Context: an optimization exercise on an open-source flow, tuned for a short achievable clock period and few clock cycles. The choices shown serve that exercise and are no tape-out recipe. At most, simulation tests tie the RTL to the original design; equivalence was not proved. Only the layout flow was run in run 1; the RTL was not checked for function there. Power figures rest on the tool's default switching activity, not on a simulated workload.

==> design/flow/design.v <==
module RISCV_Top(
    input         clk,
    input         rst,
    output [31:0] imem_addr,
    input  [31:0] imem_rdata,
    output [31:0] dmem_addr,
    output [31:0] dmem_wdata,
    output        dmem_we,
    output        dmem_re,
    input  [31:0] dmem_rdata
);
reg  [9:0]  pc;
reg         fd_v;
reg  [31:0] fd_i;
reg  [9:0]  fd_pc;
reg         de_v;
reg         de_wen, de_ld, de_st, de_br;
reg  [4:0]  de_rd;
reg  [31:0] de_a, de_b, de_sd;
reg         de_a_m, de_b_m;           
reg         de_sd_m_alu, de_sd_m_ld;  
reg  [9:0]  de_tgt;
reg         de_op_add, de_op_sub, de_op_and, de_op_or, de_op_xor;
reg         de_op_sll, de_op_srl, de_op_sra, de_op_slt;
reg         em_wen, em_ld, em_st;
reg  [4:0]  em_rd;
reg  [31:0] em_res, em_wd;
reg         mw_wen;
reg  [4:0]  mw_rd;
reg  [31:0] mw_val;
reg  [31:0] rf [1:31];
wire        stall;
wire        redirect;
assign imem_addr = {20'd0, pc, 2'b00};
wire [31:0] fi     = imem_rdata;
wire        f_jump = fi[6] && (fi[19:15] == fi[24:20]);
wire [9:0]  f_off  = {fi[7], fi[30:25], fi[11:9]};
always @(posedge clk or posedge rst) begin
    if (rst)
        pc <= 10'd0;
    else if (redirect)
        pc <= de_tgt;
    else if (!stall)
        pc <= f_jump ? pc + f_off : pc + 10'd1;
end
always @(posedge clk or posedge rst) begin
    if (rst)
        fd_v <= 1'b0;
    else if (redirect)
        fd_v <= 1'b0;
    else if (!stall)
        fd_v <= 1'b1;
end
always @(posedge clk) begin
    if (!stall) begin
        fd_i  <= fi;
        fd_pc <= pc;
    end
end
wire [6:0] op  = fd_i[6:0];
wire [2:0] f3  = fd_i[14:12];
wire [4:0] rs1 = fd_i[19:15];
wire [4:0] rs2 = fd_i[24:20];
wire [4:0] rd  = fd_i[11:7];
wire d_br  = op[6];                           
wire d_r   = !op[6] &&  op[5] &&  op[4];      
wire d_i   = !op[6] && !op[5] &&  op[4];      
wire d_ld  = !op[6] && !op[5] && !op[4];      
wire d_st  = !op[6] &&  op[5] && !op[4];      
wire d_cbr = d_br && (rs1 != rs2);            
wire d_alu = d_r || d_i;
wire d_wen  = fd_v && (d_alu || d_ld) && (rd != 5'd0);
wire use1   = d_alu || d_ld || d_st || d_cbr;
wire use2   = d_r || d_cbr;
wire [31:0] imm_i = {{20{fd_i[31]}}, fd_i[31:20]};
wire [31:0] imm_s = {{20{fd_i[31]}}, fd_i[31:25], fd_i[11:7]};
wire [9:0]  d_off = {fd_i[7], fd_i[30:25], fd_i[11:9]};
wire [31:0] m_val = em_ld ? dmem_rdata : em_res;
wire [31:0] rf1 = (rs1 == 5'd0) ? 32'd0 : rf[rs1];
wire [31:0] rf2 = (rs2 == 5'd0) ? 32'd0 : rf[rs2];
wire e_hit1 = de_wen && (de_rd == rs1);
wire e_hit2 = de_wen && (de_rd == rs2);
wire m_hit1 = em_wen && (em_rd == rs1);
wire m_hit2 = em_wen && (em_rd == rs2);
wire w_hit1 = mw_wen && (mw_rd == rs1);
wire w_hit2 = mw_wen && (mw_rd == rs2);
wire [31:0] v1 = m_hit1 ? m_val : w_hit1 ? mw_val : rf1;
wire [31:0] v2 = m_hit2 ? m_val : w_hit2 ? mw_val : rf2;
assign stall = fd_v && de_ld && ((use1 && e_hit1) || (use2 && e_hit2));
always @(posedge clk or posedge rst) begin
    if (rst) begin
        de_v   <= 1'b0;
        de_wen <= 1'b0;
        de_ld  <= 1'b0;
        de_st  <= 1'b0;
        de_br  <= 1'b0;
    end else if (redirect || stall || !fd_v) begin
        de_v   <= 1'b0;
        de_wen <= 1'b0;
        de_ld  <= 1'b0;
        de_st  <= 1'b0;
        de_br  <= 1'b0;
    end else begin
        de_v   <= 1'b1;
        de_wen <= d_wen;
        de_ld  <= d_ld;
        de_st  <= d_st;
        de_br  <= d_cbr;
    end
end
always @(posedge clk) begin
    de_rd   <= rd;
    de_a    <= v1;
    de_b    <= d_r || d_br ? v2 : (d_st ? imm_s : imm_i);
    de_sd   <= v2;
    de_a_m  <= e_hit1;
    de_b_m  <= e_hit2 && (d_r || d_br);
    de_sd_m_alu <= e_hit2 && !de_ld;
    de_sd_m_ld  <= e_hit2 && de_ld;
    de_tgt  <= fd_pc + d_off;
    de_op_add <= !d_alu || (f3 == 3'b000 && !(d_r && fd_i[30]));
    de_op_sub <= d_br || (d_r && f3 == 3'b000 && fd_i[30]);
    de_op_sll <= d_alu && f3 == 3'b001;
    de_op_slt <= d_alu && f3 == 3'b010;
    de_op_xor <= d_alu && f3 == 3'b100;
    de_op_srl <= d_alu && f3 == 3'b101 && !fd_i[30];
    de_op_sra <= d_alu && f3 == 3'b101 &&  fd_i[30];
    de_op_or  <= d_alu && f3 == 3'b110;
    de_op_and <= d_alu && f3 == 3'b111;
end
wire [31:0] A = de_a_m ? em_res : de_a;
wire [31:0] B = de_b_m ? em_res : de_b;
wire        do_sub = de_op_sub || de_op_slt;
wire [31:0] sum    = A + (B ^ {32{do_sub}}) + {31'd0, do_sub};
wire        lt     = (A[31] ^ B[31]) ? A[31] : sum[31];
wire [4:0]  sh     = B[4:0];
wire [31:0] sra_r  = $signed(A) >>> sh;
wire [31:0] res =
    ({32{de_op_add | de_op_sub}} & sum) |
    ({32{de_op_and}} & (A & B)) |
    ({32{de_op_or }} & (A | B)) |
    ({32{de_op_xor}} & (A ^ B)) |
    ({32{de_op_sll}} & (A << sh)) |
    ({32{de_op_srl}} & (A >> sh)) |
    ({32{de_op_sra}} & sra_r) |
    {31'd0, de_op_slt & lt};
assign redirect = de_br && (A == B);
wire [31:0] sd = de_sd_m_ld ? dmem_rdata : de_sd_m_alu ? em_res : de_sd;
always @(posedge clk or posedge rst) begin
    if (rst) begin
        em_wen <= 1'b0;
        em_ld  <= 1'b0;
        em_st  <= 1'b0;
    end else begin
        em_wen <= de_wen;
        em_ld  <= de_ld;
        em_st  <= de_st;
    end
end
always @(posedge clk) begin
    em_rd  <= de_rd;
    em_res <= res;
    em_wd  <= sd;
end
assign dmem_addr  = em_res;
assign dmem_wdata = em_wd;
assign dmem_we    = em_st;
assign dmem_re    = em_ld;
always @(posedge clk or posedge rst) begin
    if (rst)
        mw_wen <= 1'b0;
    else
        mw_wen <= em_wen;
end
always @(posedge clk) begin
    mw_rd  <= em_rd;
    mw_val <= m_val;
end
integer k;
always @(posedge clk or posedge rst) begin
    if (rst) begin
        for (k = 1; k < 32; k = k + 1)
            rf[k] <= 32'd0;
    end else if (mw_wen) begin
        rf[mw_rd] <= mw_val;
    end
end
endmodule
==> design/flow/run.sh <==
#!/bin/bash
# synth_recipe.tcl (not shown) runs the flow's synth.tcl, then flattens the netlist and writes it again
# the make line also repeats each setting of config.mk as NAME=value (left out here)
make -C /OpenROAD-flow-scripts/flow DESIGN_CONFIG=/design/flow/config.mk WORK_HOME=/design/flow/orfs CLKGATE_MAP_FILE= SYNTH_SCRIPT=/design/flow/synth_recipe.tcl finish
==> design/flow/config.mk <==
export PLATFORM = sky130hd
export DESIGN_NAME = RISCV_Top
export DESIGN_NICKNAME = RISCV_Top
export VERILOG_FILES = /design/flow/design.v
export SDC_FILE = /design/flow/constraint.sdc
export NUM_CORES = 4
export LEC_CHECK = 0
export ABC_CLOCK_PERIOD_IN_PS = 2500
export CAP_MARGIN = 20
export CORE_MARGIN = 2
export CORE_UTILIZATION = 40
export PLACE_DENSITY = 0.6
export SETUP_SLACK_MARGIN = 5
export SLEW_MARGIN = 20
==> design/flow/constraint.sdc <==
create_clock -name core_clock -period 10.0 [get_ports {clk}]
set_input_delay 2.0000 -clock core_clock [delete_from_list [all_inputs] [get_ports {clk}]]
set_output_delay 2.0000 -clock core_clock [all_outputs]
set_load 0.01 [all_outputs]
==> run summary, run 1 <==
The run finished with no timing, DRC or antenna violations. The portion of the clock cycle consumed by the worst path in the final layout is 50.2%, and the measured slew at the worst slew-check pin is 1220 ps. The H-tree generated during clock tree synthesis spans 4 levels. The detailed router finished its first iteration with 12200 violations. Number of flops mapped to enable cells by yosys: 38.

CTS saw 1279 sinks. By area the synthesized netlist is led by sky130_fd_sc_hd__dfrtp_1 (37%), sky130_fd_sc_hd__mux2_2 (17%), sky130_fd_sc_hd__dfxtp_1 (6.8%). Hold repair after CTS inserted 0 buffers.

The logs give 820 ps for the later-pin clock latency in the skew report and 57500 for the number of global-route vias before repair. 164 I/O pins were placed. Counting I/O delays and the setup requirement, the final critical path takes 5020 ps. The number of rows created at floorplan was 151. The run gives 17.9% as the max-slew headroom at the worst pin.

The final max-slew violation count was 0. Entering global routing, the biggest net connects 167 pins. The clock passes through at most 3 buffers. The congestion estimate from routability-driven global placement came to 1.02.

The routed layout has 60200 vias. The routed wire length is 320000 um. Of all nets on the critical path, the largest fanout is 19. From left edge to right edge, the die measures 416 um. The detailed router put a total of 117000 um of wire on met1. Data arrives at the worst endpoint at 5700 ps.

The tools report the met2 wire length as 131000 um. Setup repair after global routing could not meet its margin everywhere. TritonCTS built the clock tree.

The remaining global-route overflow is 0, and the simple-gate share of the synthesized area is 7.27%. The initial core utilization is 40.1%. For this run, the top clock speed supported by timing is 0.199 GHz.

The average routed wire per standard cell is 38.0 um. The tree is rooted in a sky130_fd_sc_hd__clkbuf_16. STA classifies the critical path endpoint as a register.

Area enclosed by the die boundary: 0.173 mm2. Kind of launch point of the worst setup path: a register. Power comes to 0.0201 W. The tools report the estimated wirelength of the detail-placed design as 188000 um. Detailed routing placed a total of 45400 um of wire on met3. The number of iterations in the first detailed-routing pass was 14; the data required time at the worst endpoint was 10680 ps.

The run gives 0.0678 mm2 as the mapped cell area. Async set-reset flop share out of synthesis: 79.0%. In this run the standard cell core region covers 0.169 mm2. The fraction of final layout cells sized beyond drive strength 1 was 26.1%; the count of unresolved DRC violations after routing was 0. The initial antenna violation count came out at 16.

In the synthesized netlist, the cells that appear most often are sky130_fd_sc_hd__dfrtp_1 (1011), sky130_fd_sc_hd__mux2_2 (1010), sky130_fd_sc_hd__a22oi_1 (580). Counting flops and latches in the post-synthesis netlist gives 1279. Cell with the most instances after synthesis: sky130_fd_sc_hd__dfrtp_1.

The total CTS buffers was 142; the area share of the largest cell type after synthesis was 37.3%. Of the synthesized area, sequential elements account for 45.8%. The mean cell area of the mapped netlist came out at 11.0 um2.

In the synthesized netlist the dominant register cell turns out to be sky130_fd_sc_hd__dfrtp_1. In this run the static leakage power is 33.2 nW. The first global-routing pass estimated 443000 um of wire. The vertical die dimension was 416 um. The synthesized netlist devotes 17.8% of its cell area to compound gates. In this run, distinct cell masters in the synthesized netlist total 100.

For the final database, setup skew stands at 42.6 ps. The register-to-register path setup slack was 4980 ps; the signed area change from the synthesized netlist to the final layout was 13.4%. By area, the combinational part of the netlist is dominated by multiplexers. During synthesis, Yosys emitted a total of 2 warnings. Multiplexer cells account for 20.9% of the synthesized area. The tools report the number of violations of the max-capacitance limit as 0. The net count of the finished layout is 6253. The share of synthesized cell area in full adder, half adder and majority cells is 2.17%, and the count of endpoints failing setup in the final report is 0.

The count of buffers added on input and output ports is 137. Clock-pin slew was measured on the worst setup and hold paths at 60 ps. The largest vdd supply drop came out at 171 uV.

The run gives 0 as the number of routed nets with antenna violations. The count of final hold-check violations came out at 0. Synthesized instance count: 6180.

The routed via count divided by cell count is 7.15. Measured on the finished design, the core utilization comes to 45.5%. The worst setup path is of the register to register kind. The cell area power density works out to 262 mW/mm2.

The biggest area contributor in the post-synthesis netlist is sky130_fd_sc_hd__dfrtp_1. After detailed routing, no signal wire sits above met5. Summing the areas of all xor and xnor instances in the mapped netlist gives 1.63% of the synthesized area. The tools report the all-layer global routing usage as 35.7%. The path class of the tightest hold or removal check is register to register.
[layer usage]
metal  up-vias  track usage, %
li1      23200               -
met1     30000            44.9
met2      5260            50.7
met3      1694            13.6
met4        22            23.6
met5         -           0.111
[flip-flops by register name, indices dropped and copies added (netlist names), 5 cells and up]
register and flops:
de_rd 5, de_sd 32, mw_rd 5, em_rd 5, pc 10, de_tgt 10
mw_val 32, rf 992, em_res 32, de_b 32, fd_pc 10, fd_i 28
de_a 32, em_wd 32
[critical path, stage by stage (launching register included)]
cell	delay, ps
sky130_fd_sc_hd__edfxtp_1	320
sky130_fd_sc_hd__buf_4	360
sky130_fd_sc_hd__nand2b_1	730
sky130_fd_sc_hd__nor2_4	410
sky130_fd_sc_hd__buf_4	440
sky130_fd_sc_hd__a22oi_1	230
sky130_fd_sc_hd__nand4_1	130
sky130_fd_sc_hd__nor4_1	860
sky130_fd_sc_hd__a2bb2oi_1	800
sky130_fd_sc_hd__mux2i_1	310
sky130_fd_sc_hd__a21o_1	250
[metrics by stage]
step / instance area, um2 / TNS, ps / std cells / hold slack (ps) / worst slack [ps]
final: 76900 / 0 / 8419 / 349 / 4980
after global routing: 76800 / 0 / 8409 / 360 / 4930
after CTS: 76700 / 0 / 8406 / 348 / 4950
after detailed placement: 71700 / 0 / 8142 / 335 / 4300
after global placement: 71600 / 0 / 8141 / 337 / 4280
after floorplan: 67900 / -5997350 / 6201 / 331 / -5930
[cell type report]
class | count | area [um2]
fillers | 15600 | 92000
multi-input cells | 4163 | 34500
flip-flops and latches | 1279 | 31100
clock buffers | 214 | 4320
repair buffers | 309 | 2800
well taps | 2218 | 2780
clock inverters | 50 | 683
inverters | 176 | 669
diodes | 10 | 25.0
[worst paths after layout]
check,startpoint,end,cells past startpoint
max,fd_i[24],de_b[23],10
min,de_st,em_st,0
max reg2reg,fd_i[24],de_b[23],10
min reg2reg,de_st,em_st,0
max in group asynchronous,rst,em_ld,4
min in group asynchronous,rst,rf[13][30],2
[timing repair]
item	in CTS	in global routing
gates cloned	0	2
gates resized for setup	5	10
setup endpoints to repair	12	15
setup buffers	0	1
endpoints found under the hold margin	0	0
pin swaps	0	0
[cells in the final DEF (no fill, tap or decap), types with 40 or more instances in the layout]
cell type / instances
sky130_fd_sc_hd__mux2_2: 1010
sky130_fd_sc_hd__dfrtp_1: 1010
sky130_fd_sc_hd__a22oi_1: 580
sky130_fd_sc_hd__nand2_1: 238
sky130_fd_sc_hd__mux2i_1: 237
sky130_fd_sc_hd__dfxtp_1: 212
sky130_fd_sc_hd__a21oi_1: 209
sky130_fd_sc_hd__o21ai_0: 170
sky130_fd_sc_hd__nor2_1: 169
sky130_fd_sc_hd__inv_1: 167
sky130_fd_sc_hd__buf_4: 160
sky130_fd_sc_hd__a221oi_1: 153
sky130_fd_sc_hd__clkbuf_16: 151
sky130_fd_sc_hd__nand4_1: 148
sky130_fd_sc_hd__clkdlybuf4s50_1: 137
sky130_fd_sc_hd__a22o_1: 132
sky130_fd_sc_hd__ha_1: 113
sky130_fd_sc_hd__nand3_1: 95
sky130_fd_sc_hd__a222oi_1: 87
sky130_fd_sc_hd__xnor2_1: 83
sky130_fd_sc_hd__nor2_4: 73
sky130_fd_sc_hd__nor3_1: 69
sky130_fd_sc_hd__a211oi_1: 45
sky130_fd_sc_hd__xor2_1: 43
sky130_fd_sc_hd__a21o_1: 40
[power breakdown]
part	leakage, nW	switching (W)	internal (W)
Clock	2.47	0.00233	0.00332
Sequential	15.6	0.00209	0.00685
Combinational	15.2	0.00308	0.00244
Total	33.2	0.00750	0.0126
[cells by family after synthesis]
| kind of cell | Yosys count |
|---|---|
| compound gates | 1628 |
| flops | 1279 |
| mux | 1270 |
| simple gates | 1001 |
| buf+inv | 759 |
| xor+xnor | 126 |
| fa+ha+maj | 116 |
| other cells | 1 |
==> run 2: changes to the inputs <==
--- a/design/flow/design.v
+++ b/design/flow/design.v
@@ -20,28 +20,62 @@
 reg         de_a_m, de_b_m;           
 reg         de_sd_m_alu, de_sd_m_ld;  
 reg  [9:0]  de_tgt;
-reg         de_op_add, de_op_sub, de_op_and, de_op_or, de_op_xor;
+reg         de_op_and, de_op_or, de_op_xor;
 reg         de_op_sll, de_op_srl, de_op_sra, de_op_slt;
+reg         de_op_as, de_inv;
+reg  [31:0] de_bx;
 reg         em_wen, em_ld, em_st;
 reg  [4:0]  em_rd;
-reg  [31:0] em_res, em_wd;
+reg  [31:0] em_res, em_wd, em_addr;
 reg         mw_wen;
 reg  [4:0]  mw_rd;
 reg  [31:0] mw_val;
 reg  [31:0] rf [1:31];
 wire        stall;
 wire        redirect;
-assign imem_addr = {20'd0, pc, 2'b00};
+function [9:0] add10;
+    input [9:0] a, b;
+    reg   [9:0] g, p, g1, p1, g2, p2, g3, p3, g4;
+    integer j;
+    begin
+        g = a & b;
+        p = a ^ b;
+        for (j = 0; j < 10; j = j + 1) begin
+            g1[j] = (j >= 1) ? g[j] | (p[j] & g[j-1]) : g[j];
+            p1[j] = (j >= 1) ? p[j] & p[j-1] : p[j];
+        end
+        for (j = 0; j < 10; j = j + 1) begin
+            g2[j] = (j >= 2) ? g1[j] | (p1[j] & g1[j-2]) : g1[j];
+            p2[j] = (j >= 2) ? p1[j] & p1[j-2] : p1[j];
+        end
+        for (j = 0; j < 10; j = j + 1) begin
+            g3[j] = (j >= 4) ? g2[j] | (p2[j] & g2[j-4]) : g2[j];
+            p3[j] = (j >= 4) ? p2[j] & p2[j-4] : p2[j];
+        end
+        for (j = 0; j < 10; j = j + 1)
+            g4[j] = (j >= 8) ? g3[j] | (p3[j] & g3[j-8]) : g3[j];
+        add10 = p ^ {g4[8:0], 1'b0};
+    end
+endfunction
 wire [31:0] fi     = imem_rdata;
 wire        f_jump = fi[6] && (fi[19:15] == fi[24:20]);
 wire [9:0]  f_off  = {fi[7], fi[30:25], fi[11:9]};
+wire [9:0]  f_tgt  = add10(pc, f_off);
+wire [9:0]  pc_inc = pc + 10'd1;
+wire [9:0]  pc_nxt = redirect ? de_tgt : stall ? pc : f_jump ? f_tgt : pc_inc;
+reg  [9:0]  pc_o;
+assign imem_addr = {20'd0, pc_o, 2'b00};
 always @(posedge clk or posedge rst) begin
     if (rst)
         pc <= 10'd0;
-    else if (redirect)
-        pc <= de_tgt;
-    else if (!stall)
-        pc <= f_jump ? pc + f_off : pc + 10'd1;
+    else
+        pc <= pc_nxt;
+end
+always @(posedge clk) begin
+    if (rst)
+        pc_o <= 10'd0;
+    else
+        pc_o <= pc_nxt;
 end
 always @(posedge clk or posedge rst) begin
     if (rst)
@@ -75,6 +109,8 @@
 wire [31:0] imm_i = {{20{fd_i[31]}}, fd_i[31:20]};
 wire [31:0] imm_s = {{20{fd_i[31]}}, fd_i[31:25], fd_i[11:7]};
 wire [9:0]  d_off = {fd_i[7], fd_i[30:25], fd_i[11:9]};
+wire [31:0] d_b   = (d_r || d_br) ? v2 : (d_st ? imm_s : imm_i);
+wire        d_inv = (d_r && f3 == 3'b000 && fd_i[30]) || (d_alu && f3 == 3'b010);
 wire [31:0] m_val = em_ld ? dmem_rdata : em_res;
 wire [31:0] rf1 = (rs1 == 5'd0) ? 32'd0 : rf[rs1];
 wire [31:0] rf2 = (rs2 == 5'd0) ? 32'd0 : rf[rs2];
@@ -111,15 +147,16 @@
 always @(posedge clk) begin
     de_rd   <= rd;
     de_a    <= v1;
-    de_b    <= d_r || d_br ? v2 : (d_st ? imm_s : imm_i);
+    de_b    <= d_b;
     de_sd   <= v2;
     de_a_m  <= e_hit1;
     de_b_m  <= e_hit2 && (d_r || d_br);
     de_sd_m_alu <= e_hit2 && !de_ld;
     de_sd_m_ld  <= e_hit2 && de_ld;
     de_tgt  <= fd_pc + d_off;
-    de_op_add <= !d_alu || (f3 == 3'b000 && !(d_r && fd_i[30]));
-    de_op_sub <= d_br || (d_r && f3 == 3'b000 && fd_i[30]);
+    de_op_as  <= !d_alu || f3 == 3'b000;
+    de_inv    <= d_inv;
+    de_bx     <= d_b ^ {32{d_inv}};
     de_op_sll <= d_alu && f3 == 3'b001;
     de_op_slt <= d_alu && f3 == 3'b010;
     de_op_xor <= d_alu && f3 == 3'b100;
@@ -128,22 +165,21 @@
     de_op_or  <= d_alu && f3 == 3'b110;
     de_op_and <= d_alu && f3 == 3'b111;
 end
-wire [31:0] A = de_a_m ? em_res : de_a;
-wire [31:0] B = de_b_m ? em_res : de_b;
-wire        do_sub = de_op_sub || de_op_slt;
-wire [31:0] sum    = A + (B ^ {32{do_sub}}) + {31'd0, do_sub};
+wire [31:0] A  = de_a_m ? em_res : de_a;
+wire [31:0] B  = de_b_m ? em_res : de_b;
+wire [31:0] Bx = de_b_m ? (em_res ^ {32{de_inv}}) : de_bx;
+wire [31:0] sum    = A + Bx + {31'd0, de_inv};
 wire        lt     = (A[31] ^ B[31]) ? A[31] : sum[31];
 wire [4:0]  sh     = B[4:0];
 wire [31:0] sra_r  = $signed(A) >>> sh;
-wire [31:0] res =
-    ({32{de_op_add | de_op_sub}} & sum) |
+wire [31:0] other =
     ({32{de_op_and}} & (A & B)) |
     ({32{de_op_or }} & (A | B)) |
     ({32{de_op_xor}} & (A ^ B)) |
     ({32{de_op_sll}} & (A << sh)) |
     ({32{de_op_srl}} & (A >> sh)) |
-    ({32{de_op_sra}} & sra_r) |
-    {31'd0, de_op_slt & lt};
+    ({32{de_op_sra}} & sra_r);
+wire [31:0] res = ({32{de_op_as}} & sum) | other | {31'd0, de_op_slt & lt};
 assign redirect = de_br && (A == B);
 wire [31:0] sd = de_sd_m_ld ? dmem_rdata : de_sd_m_alu ? em_res : de_sd;
 always @(posedge clk or posedge rst) begin
@@ -160,9 +196,11 @@
 always @(posedge clk) begin
     em_rd  <= de_rd;
     em_res <= res;
+    if (de_ld || de_st)
+        em_addr <= sum;
     em_wd  <= sd;
 end
-assign dmem_addr  = em_res;
+assign dmem_addr  = em_addr;
 assign dmem_wdata = em_wd;
 assign dmem_we    = em_st;
 assign dmem_re    = em_ld;
==> design/flow/flow/run.sh (new file) <==
#!/bin/bash
set -euo pipefail
MARGIN=${MARGIN:-7}
bash standard.sh synth > synth.log 2>&1
bash standard.sh SETUP_SLACK_MARGIN=$MARGIN finish > layout.log 2>&1
==> design/flow/standard.sh (new file) <==
#!/bin/bash
# synth_recipe.tcl (not shown) runs the flow's synth.tcl, then flattens the netlist and writes it again
# the make line also repeats each setting of config.mk as NAME=value (left out here)
make -C /OpenROAD-flow-scripts/flow DESIGN_CONFIG=/design/flow/config.mk WORK_HOME=/design/flow/orfs CLKGATE_MAP_FILE= SYNTH_SCRIPT=/design/flow/synth_recipe.tcl "${@:-finish}"
--- a/design/flow/config.mk
+++ b/design/flow/config.mk
@@ -10,5 +10,4 @@
 export CORE_MARGIN = 2
 export CORE_UTILIZATION = 40
 export PLACE_DENSITY = 0.6
-export SETUP_SLACK_MARGIN = 5
 export SLEW_MARGIN = 20
removed: design/flow/run.sh
==> run summary, run 2 <==
The initial antenna violation count came out at 40 (+24). The number of routed nets with antenna violations is 0 (unchanged), and the later-pin clock latency in the skew report is 840 ps (+20 ps). For the power share of the clock group, the log shows 28.0% (about the same). The register with the highest flop count is rf. The tools report the standard cell core area as 0.178 mm2 (+5.6%). The run gives 71900 (+19%) as the total number of vias.

For the net switching component of the power, the log shows 0.00762 W (+1.7%). Setup repair after global routing could not meet its margin everywhere. The tools report the share of total power in sequential cells as 41.0% (-3.4 points).

For the number of hold-repair buffers added at the cts stage, the log shows 0 (unchanged). The run gives 0.0131 W (+3.6%) as the internal power of the cells. The logs give 4 (unchanged) for the H-tree depth reported by CTS and 48.8 ps (+6.25 ps) for the worst clock skew. Number of rows created at floorplan: 155 (+2.6%). Among all flip-flop cells after synthesis, the most frequent one is sky130_fd_sc_hd__dfrtp_1. The count of cell types in the netlist came out at 101 (+1.0%). The number of port buffers came out at 137 (unchanged). Counting instances in the post-synthesis netlist gives the leading cell types as sky130_fd_sc_hd__mux2_2 (1034), sky130_fd_sc_hd__dfrtp_1 (1011), sky130_fd_sc_hd__a22oi_1 (624). The async set-reset flop share out of synthesis was 74.7% (-4.3 points); the critical path data arrival time was 4470 ps (-1230 ps). The vertical die dimension works out to 428 um (+2.9%). The initial core utilization was 40.3% (+0.12 points).

The count of endpoints failing setup in the final report is 0 (unchanged), and the number of flops mapped to enable cells by yosys is 70 (+84%). The tools report the number of violations of the max-capacitance limit as 0 (unchanged). The count of unresolved DRC violations after routing was 0 (unchanged); the multi-input gate area in the final layout was 0.0411 mm2 (+19%). The run gives 0 (unchanged) as the final max-slew violation count. In this run the worst hold path is classified as register to register. The violation count after the first detailed-route iteration was 14200 (+17%). The signed area change from the synthesized netlist to the final layout is 31.4%.

By area the synthesized netlist is led by sky130_fd_sc_hd__dfrtp_1 (35%), sky130_fd_sc_hd__mux2_2 (16%), sky130_fd_sc_hd__dfxtp_1 (7.6%). The tools report the final standard cell utilization of the core as 52.9% (+7.4 points). The run gives 0.263 GHz (+32%) as the top achievable clock speed. In the layout the commonest cells are sky130_fd_sc_hd__mux2_2 (1024), sky130_fd_sc_hd__dfrtp_1 (1010), sky130_fd_sc_hd__a22oi_1 (554). The measured slew at the worst slew-check pin was 1320 ps (+93.0 ps); the number of primary I/O pins was 164 (unchanged).

The count of final hold-check violations is 0 (unchanged), and the minimum clock period is 3800 ps (-1230 ps). The logs give 7471 (+19%) for the number of nets in the layout and 1.00 (-1.5%) for the placer congestion estimate. The routed via count divided by cell count was 7.34 (+2.7%).

The average routed wire per standard cell is 40.2 um (+5.6%), and the reported leakage power is 41.2 nW (+24%). For the largest vdd supply drop, the log shows 186 uV (+9.2%). The cell area after placement was 0.0760 mm2 (+6.1%); the maximum fanout encountered on the critical timing path was 5 (-14).

The maximum clock path buffer count was 3 (unchanged); the all-layer global routing usage was 40.9% (+5.2 points). Post-synthesis cell type with the largest combined area: sky130_fd_sc_hd__dfrtp_1. The portion of the clock cycle consumed by the worst path in the final layout is 38.0% (-12 points), and the area share of the largest cell type after synthesis is 35.2% (-2.1 points). The total power was 0.0207 W (+2.9%); the estimated wirelength of the detail-placed design was 205000 um (+8.8%).

The area enclosed by the die boundary was 0.183 mm2 (+5.9%); the area occupied by registers was 0.0329 mm2 (+6.0%). The run finished with no timing, DRC or antenna violations. The mapped cell area came out at 0.0718 mm2 (+6.0%). The count of fill cells added during filler insertion came out at 15000 (-3.8%). For the data required time at the worst endpoint, the log shows 10670 ps (about the same). For the total negative slack, the log shows 0 ps (unchanged). The mean cell area of the mapped netlist is 10.6 um2 (-3.3%). Cell with the most instances after synthesis: sky130_fd_sc_hd__mux2_2.

The number of flip-flops under the largest register name came out at 992 (unchanged). The flip-flop and latch count after synthesis works out to 1353 (+5.8%). The sequential fraction of the synthesis area is 45.7% (-0.067 points). The most common library cell in the layout ignoring fill and taps is sky130_fd_sc_hd__mux2_2.

The clock transition at the registers of the reported paths is 60 ps (about the same). The endpoint type of the worst setup path was a register. Post-route cell area: 0.0944 mm2 (+23%). TritonCTS built the clock tree. The switching share of total power works out to 36.8% (-0.44 points). The routed wire length was 393000 um (+23%). The wire length of the first global-routing pass is 523000 um (+18%). The critical path is of the register to register type. The combinational share of power came out at 31.0% (+3.5 points). The run gives 12.3% (-5.6 points) as the max-slew headroom at the worst pin. The synthesized instance count is 6769 (+9.5%). The kind of launch point of the worst setup path was a register.

Total CTS buffers: 150 (+5.6%). The root buffer cell chosen for the clock tree is sky130_fd_sc_hd__clkbuf_16. The logs give 15 (+1) for the number of iterations in the first detailed-routing pass and 2 (unchanged) for the yosys synthesis warning count.

The maximum number of pins on one net before global-route repair came out at 90 (-46%). The horizontal die dimension was 428 um (+2.9%); the fraction of final layout cells sized beyond drive strength 1 was 40.6% (+15 points). The total number of clock tree sinks is 1353 (+5.8%), and the number of global-route vias before repair is 66000 (+15%). The cell area power density is 219 mW/mm2 (-16%), and the remaining global-route overflow is 0 (unchanged).
-- run 2: changes by cell type after synthesis, sizes merged, moves of 49 or more --
cell,previous run,this run
nand2,249,324
a221oi,154,50
and3,17,95
a22o,132,36
a21oi,212,297
a222oi,87,34
inv,175,126
nand3,99,355
-- run 2: worst max-delay path: stages (launching register included) --
cell,delay [ps]
sky130_fd_sc_hd__edfxtp_1,460
sky130_fd_sc_hd__buf_12,180
sky130_fd_sc_hd__buf_16,140
sky130_fd_sc_hd__and3b_2,280
sky130_fd_sc_hd__buf_12,140
sky130_fd_sc_hd__buf_12,130
sky130_fd_sc_hd__and2_4,160
sky130_fd_sc_hd__buf_6,110
sky130_fd_sc_hd__buf_6,140
sky130_fd_sc_hd__a22oi_2,140
sky130_fd_sc_hd__and4_1,200
sky130_fd_sc_hd__nand4_1,620
sky130_fd_sc_hd__a221oi_2,610
sky130_fd_sc_hd__a21oi_2,160
sky130_fd_sc_hd__xor2_1,170
-- run 2: metrics by stage --
| stage | setup WS (ps) | instances | hold WS (ps) |
|---|---|---|---|
| 2_1_floorplan | -8120 | 6790 | 346 |
| 3_3_place_gp | 4620 | 8839 | 353 |
| 3_5_place_dp | 4570 | 8839 | 360 |
| 4_1_cts | 6430 | 9603 | 375 |
| 5_1_grt | 6270 | 9772 | 400 |
| 6_report | 6200 | 9792 | 371 |
-- run 2: worst paths after layout --
path                       cells past startpoint     start    endpoint  slack [ps]
min                                            0     de_st       em_st         370
min reg2reg                                    0     de_st       em_st         370
max                                           14  fd_i[20]    de_bx[4]        6200
min in group asynchronous                      2       rst       pc[2]        1930
max reg2reg                                   14  fd_i[20]    de_bx[4]        6200
max in group asynchronous                      4       rst  rf[19][20]        7040
-- run 2: area by class of cell --
class                           count  share of cell area [%]
Clock buffer                      218                    4.65
Clock inverter                     53                   0.667
Multi-Input combinational cell   4673                    43.6
Timing Repair inverter              1                 0.00530
Antenna cell                       31                  0.0822
Sequential cell                  1353                    34.9
Timing Repair Buffer              981                    12.5
Tap cell                         2355                    3.12
Inverter                          127                   0.538
-- run 2: per-layer routing --
metal  vias to the layer above  wire [um]  share of wire, %  GRT usage [%]
li1                      26500          -                 -              -
met1                     35000     131000                33           47.5
met2                      7443     149000                38           54.6
met3                      2896      67200                17           23.1
met4                        57      44300                11           31.4
met5                         -       1730              0.44           4.14
-- run 2: power groups by stage --
stage | combinational, W | sequential, W | clock (W)
after detailed placement | 0.00480 | 0.00834 | 0
after global placement | 0.00473 | 0.00830 | 0
after CTS | 0.00565 | 0.00833 | 0.00575
after floorplan | 0.00332 | 0.00778 | 0
after global routing | 0.00659 | 0.00859 | 0.00599
final | 0.00640 | 0.00849 | 0.00579
-- run 2: kinds of logic after synthesis --
kind of cell,count (synthesis),share of synthesized area (%)
fa+ha+maj,118,2.10
flops,1353,45.7
buf+inv,769,4.49
simple gates,1506,10.7
mux,1277,19.6
xor+xnor,145,1.77
other cells,1,0.00522
compound gates,1600,15.6
-- run 2: what timing repair did --
action	CTS	global route
pin swaps	347	212
cloned	57	13
endpoints found under the setup margin	1293	703
buffers inserted	436	144
gates resized for setup	1330	411
Testbench counts of run 2, summed over its fixed seeds: cycles 13,195.
==> run 3: changes to the inputs <==
--- a/design/flow/design.v
+++ b/design/flow/design.v
@@ -17,13 +17,11 @@
 reg         de_wen, de_ld, de_st, de_br;
 reg  [4:0]  de_rd;
 reg  [31:0] de_a, de_b, de_sd;
-reg         de_a_m, de_b_m;           
-reg         de_sd_m_alu, de_sd_m_ld;  
+reg         de_sd_m_ld;               
 reg  [9:0]  de_tgt;
 reg         de_op_and, de_op_or, de_op_xor;
 reg         de_op_sll, de_op_srl, de_op_sra, de_op_slt;
 reg         de_op_as, de_inv;
-reg  [31:0] de_bx;
 reg         em_wen, em_ld, em_st;
 reg  [4:0]  em_rd;
 reg  [31:0] em_res, em_wd, em_addr;
@@ -33,6 +31,7 @@
 reg  [31:0] rf [1:31];
 wire        stall;
 wire        redirect;
+wire [31:0] res;
 function [9:0] add10;
     input [9:0] a, b;
     reg   [9:0] g, p, g1, p1, g2, p2, g3, p3, g4;
@@ -146,17 +145,13 @@
 end
 always @(posedge clk) begin
     de_rd   <= rd;
-    de_a    <= v1;
-    de_b    <= d_b;
-    de_sd   <= v2;
-    de_a_m  <= e_hit1;
-    de_b_m  <= e_hit2 && (d_r || d_br);
-    de_sd_m_alu <= e_hit2 && !de_ld;
+    de_a    <= e_hit1 ? res : v1;
+    de_b    <= (e_hit2 && (d_r || d_br)) ? res : d_b;
+    de_sd   <= e_hit2 ? res : v2;
     de_sd_m_ld  <= e_hit2 && de_ld;
     de_tgt  <= fd_pc + d_off;
     de_op_as  <= !d_alu || f3 == 3'b000;
     de_inv    <= d_inv;
-    de_bx     <= d_b ^ {32{d_inv}};
     de_op_sll <= d_alu && f3 == 3'b001;
     de_op_slt <= d_alu && f3 == 3'b010;
     de_op_xor <= d_alu && f3 == 3'b100;
@@ -165,10 +160,11 @@
     de_op_or  <= d_alu && f3 == 3'b110;
     de_op_and <= d_alu && f3 == 3'b111;
 end
-wire [31:0] A  = de_a_m ? em_res : de_a;
-wire [31:0] B  = de_b_m ? em_res : de_b;
-wire [31:0] Bx = de_b_m ? (em_res ^ {32{de_inv}}) : de_bx;
-wire [31:0] sum    = A + Bx + {31'd0, de_inv};
+wire [31:0] A  = de_a;
+wire [31:0] B  = de_b;
+wire [31:0] Bx = B ^ {32{de_inv}};
+wire [32:0] sum33  = {A, 1'b1} + {Bx, de_inv};
+wire [31:0] sum    = sum33[32:1];
 wire        lt     = (A[31] ^ B[31]) ? A[31] : sum[31];
 wire [4:0]  sh     = B[4:0];
 wire [31:0] sra_r  = $signed(A) >>> sh;
@@ -179,9 +175,9 @@
     ({32{de_op_sll}} & (A << sh)) |
     ({32{de_op_srl}} & (A >> sh)) |
     ({32{de_op_sra}} & sra_r);
-wire [31:0] res = ({32{de_op_as}} & sum) | other | {31'd0, de_op_slt & lt};
+assign res = ({32{de_op_as}} & sum) | other | {31'd0, de_op_slt & lt};
 assign redirect = de_br && (A == B);
-wire [31:0] sd = de_sd_m_ld ? dmem_rdata : de_sd_m_alu ? em_res : de_sd;
+wire [31:0] sd = de_sd_m_ld ? dmem_rdata : de_sd;
 always @(posedge clk or posedge rst) begin
     if (rst) begin
         em_wen <= 1'b0;
@@ -196,8 +192,7 @@
 always @(posedge clk) begin
     em_rd  <= de_rd;
     em_res <= res;
-    if (de_ld || de_st)
-        em_addr <= sum;
+    em_addr <= sum;
     em_wd  <= sd;
 end
 assign dmem_addr  = em_addr;
--- a/design/flow/config.mk
+++ b/design/flow/config.mk
@@ -11,3 +11,4 @@
 export CORE_UTILIZATION = 40
 export PLACE_DENSITY = 0.6
 export SLEW_MARGIN = 20
+export TNS_END_PERCENT = 10
==> run summary, run 3 <==
The maximum clock path buffer count is 3 (unchanged). Compared with the post-synthesis result, the final layout area differs by 23.7%. The horizontal die dimension is 421 um (-1.6%). The tools report the standard cell core area as 0.173 mm2 (-2.8%). In the post-synthesis netlist, the biggest area contributors are sky130_fd_sc_hd__dfrtp_1 (36%), sky130_fd_sc_hd__mux2_2 (18%), sky130_fd_sc_hd__a22oi_1 (8.3%). The count of fill cells added during filler insertion is 15400 (+2.8%), and the minimum clock period is 3450 ps (-349 ps).

For the final max-slew violation count, the log shows 0 (unchanged). The portion of the clock cycle consumed by the worst path in the final layout came out at 34.5% (-3.5 points). Async set-reset flop share out of synthesis: 76.7% (+2.0 points).

Post-synthesis cell type with the largest combined area: sky130_fd_sc_hd__dfrtp_1. The synthesized instance count was 6394 (-5.5%). By count the netlist is led by sky130_fd_sc_hd__mux2_2 (1088), sky130_fd_sc_hd__dfrtp_1 (1011), sky130_fd_sc_hd__a22oi_1 (765). The tree is rooted in a sky130_fd_sc_hd__clkbuf_16. The all-layer global routing usage came out at 40.8% (-0.043 points).

The mean cell area of the mapped netlist was 10.9 um2 (+2.6%); the number of routed nets with antenna violations was 0 (unchanged). For the critical path data arrival time, the log shows 4140 ps (-330 ps). The sequential fraction of the synthesis area was 45.7% (about the same). The run gives 1318 (-2.6%) as the total number of clock tree sinks. The final standard cell utilization of the core is 49.6% (-3.3 points). The logs give 0 (unchanged) for the number of hold-repair buffers added at the cts stage and 29 (-28%) for the initial antenna violation count. Mapped cell area: 0.0696 mm2 (-3.1%). The fraction of final layout cells sized beyond drive strength 1 came out at 37.7% (-2.9 points). The register with the highest flop count is rf. The largest vdd supply drop came out at 179 uV (-4.1%). The wire length of the first global-routing pass came out at 509000 um (-2.6%). The measured slew at the worst slew-check pin is 1240 ps (-70.8 ps), and the area share of the largest cell type after synthesis is 36.4% (+1.1 points). The worst clock skew was 58.1 ps (+9.23 ps); the maximum number of pins on one net before global-route repair was 139 (+54%). The number of iterations in the first detailed-routing pass was 12 (-3). The clock transition at the registers of the reported paths is 60 ps (about the same).

The tools report the count of cell types in the netlist as 104 (+3.0%). The H-tree depth reported by CTS was 4 (unchanged). Count of unresolved DRC violations after routing: 0 (unchanged). The cell with the most instances after synthesis is sky130_fd_sc_hd__mux2_2. The run gives 0.0205 W (-1.1%) as the total power.

The class of the most critical hold timing path was register to register. The run gives 0.290 GHz (+10%) as the top achievable clock speed. The yosys synthesis warning count came out at 2 (unchanged). Remaining global-route overflow: 0 (unchanged). For the violation count after the first detailed-route iteration, the log shows 12300 (-13%).

The later-pin clock latency in the skew report is 850 ps (about the same). The number of violations of the max-capacitance limit was 0 (unchanged); the number of flops mapped to enable cells by yosys was 38 (-46%). The number of global-route vias before repair came out at 62900 (-4.7%). The initial core utilization was 40.1% (-0.14 points).

The tools report the endpoint type of the worst setup path as a register. The library cells used most frequently in the layout, excluding fill and tap cells, are sky130_fd_sc_hd__mux2_2 (1084), sky130_fd_sc_hd__dfrtp_1 (1010), sky130_fd_sc_hd__a22oi_1 (760). Placer congestion estimate: 1.02 (+1.4%). The tools report the total number of vias as 65900 (-8.3%).

Data required time at the worst endpoint: 10690 ps (+20 ps). Flip-flop and latch count after synthesis: 1318 (-2.6%). The number of rows created at floorplan is 153 (-1.3%), and the number of port buffers is 137 (unchanged). The run gives 6826 (-8.6%) as the number of nets in the layout.

The reported leakage power came out at 37.8 nW (-8.2%). The logs give 0 (unchanged) for the count of endpoints failing setup in the final report and 211000 um (+3.3%) for the estimated wirelength of the detail-placed design. The run finished with no timing, DRC or antenna violations. In the synthesized netlist the dominant register cell turns out to be sky130_fd_sc_hd__dfrtp_1.

The maximum fanout encountered on the critical timing path is 13 (+8). The area enclosed by the die boundary was 0.177 mm2 (-3.1%). The number of flip-flops under the largest register name is 992 (unchanged). Setup repair after global routing could not meet its margin everywhere.

The kind of launch point of the worst setup path was a register. Kind of critical path: register to register. The tools report the count of final hold-check violations as 0 (unchanged).

Leaving out fill and tap cells, the most frequent cell in the layout is sky130_fd_sc_hd__mux2_2. The cell area power density is 238 mW/mm2 (+8.5%). The run gives 146 (-2.7%) as the total CTS buffers.

TritonCTS built the clock tree. The average routed wire per standard cell was 41.2 um (+2.7%); the max-slew headroom at the worst pin was 16.8% (+4.5 points). The vertical die dimension is 421 um (-1.6%), and the routed via count divided by cell count is 7.23 (-1.5%). The number of primary I/O pins was 164 (unchanged); the routed wire length was 376000 um (-4.4%).
## run 3: where the power goes
| group | switching (W) | internal [W] | leakage, nW |
|---|---|---|---|
| clock | 0.00242 | 0.00334 | 2.49 |
| combinational | 0.00339 | 0.00277 | 19.2 |
| sequential | 0.00168 | 0.00685 | 16.1 |
## run 3: worst paths after layout
| kind | start | to | slack (ps) | depth (start not counted) |
|---|---|---|---|---|
| max | fd_i[20] | de_sd[11] | 6550 | 12 |
| min | de_st | em_st | 350 | 0 |
| max reg2reg | fd_i[20] | de_sd[11] | 6550 | 12 |
| min reg2reg | de_st | em_st | 350 | 0 |
| max in group asynchronous | rst | rf[25][16] | 6980 | 4 |
| min in group asynchronous | rst | pc[4] | 1560 | 2 |
## run 3: critical path, stage by stage (launching register included)
cell and delay [ps]:
sky130_fd_sc_hd__edfxtp_1 380, sky130_fd_sc_hd__buf_12 190, sky130_fd_sc_hd__buf_16 150, sky130_fd_sc_hd__buf_4 140, sky130_fd_sc_hd__or3_4 180, sky130_fd_sc_hd__nor2_4 80, sky130_fd_sc_hd__buf_12 200, sky130_fd_sc_hd__a222oi_1 430
sky130_fd_sc_hd__nand4_1 140, sky130_fd_sc_hd__or4_4 470, sky130_fd_sc_hd__o211ai_1 450, sky130_fd_sc_hd__a21oi_2 140, sky130_fd_sc_hd__mux2_4 340
## run 3: final cells by class
type	count	area (um2)	share of cell area [%]
inverter	120	489	0.568
sequential	1318	31900	37.1
clock buffer	205	4320	5.02
multi-input combinational	4381	38200	44.4
timing repair buffer	676	7440	8.64
antenna	28	70.1	0.0814
tap	2325	2910	3.38
clock inverter	62	736	0.855
## run 3: kinds of logic after synthesis
group	after synthesis	share of synthesized area, %
multiplexers	1194	20.2
other	1	0.00539
flip-flops	1318	45.7
adder cells (fa/ha/maj)	117	2.13
AO/OA/AOI/OAI	1584	16.5
AND/OR/NAND/NOR	1336	9.67
XOR/XNOR	117	1.47
buffers and inverters	727	4.34
## run 3: stage by stage
| stage | worst slack (ps) | instances | instance area [um2] | hold WS, ps | TNS (ps) |
|---|---|---|---|---|---|
| 2_1_floorplan | -8120 | 6415 | 69700 | 331 | -6108780 |
| 3_3_place_gp | 5030 | 8448 | 73300 | 337 | 0 |
| 3_5_place_dp | 5010 | 8449 | 73300 | 340 | 0 |
| 4_1_cts | 6610 | 9062 | 85500 | 353 | 0 |
| 5_1_grt | 6570 | 9091 | 86000 | 367 | 0 |
| 6_report | 6550 | 9115 | 86100 | 353 | 0 |
## run 3: layer usage
metal  share of wire (%)  vias up  global-route usage, %
met2                  40     6335                   57.1
li1                    -    24700                      -
met3                  15     2280                   19.9
met1                  34    32600                   46.8
met5                0.18        -                   2.07
met4                  11       33                   33.3
## run 3: repair_timing
action | in CTS | in global routing
resized for setup | 1089 | 44
endpoints found under the setup margin | 1286 | 1355
buffers inserted | 309 | 21
gates cloned | 37 | 3
pin swaps | 254 | 28
Testbench counts of run 3, summed over its fixed seeds: cycles 13,195.

## afterwards: timing with drivers on the ports
The flow's constraints put no driver on any port. The routed layouts listed below were extracted and timed again, unchanged, in two steps. Step 1 (the two cells are an assumption about what drives the block):
set clk [get_ports {clk}]
set_driving_cell -lib_cell sky130_fd_sc_hd__clkbuf_16 $clk
set_driving_cell -lib_cell sky130_fd_sc_hd__buf_2 [delete_from_list [all_inputs] $clk]
Step 2, shift: input delay + t, output delay - t, t = (earliest + latest rising clock arrival at the registers) / 2. This alone moves slack from input paths to output paths. Slacks: no drivers / after step 1 / after step 2; pairs: no drivers / after step 1.
| run | t, ns | setup slack, ns | worst setup path after step 2 | clock arrival spread, ns | slew at the worst register clock pin (ns) |
|---|---|---|---|---|---|
| run 1 | 0.877 | 4.978 / 4.978 / 4.518 | input to register | 0.049 / 0.049 | 0.07 / 0.07 |
| run 2 | 0.903 | 6.204 / 6.204 / 5.794 | input to register | 0.050 / 0.049 | 0.07 / 0.07 |
| run 3 | 0.907 | 6.553 / 6.553 / 5.876 | input to register | 0.062 / 0.063 | 0.07 / 0.07 |
After both steps every run listed still meets setup and hold. For run 3, which loses most, drivers alone change the setup slack by 0.000 ns; drivers and shift together by -0.677 ns.
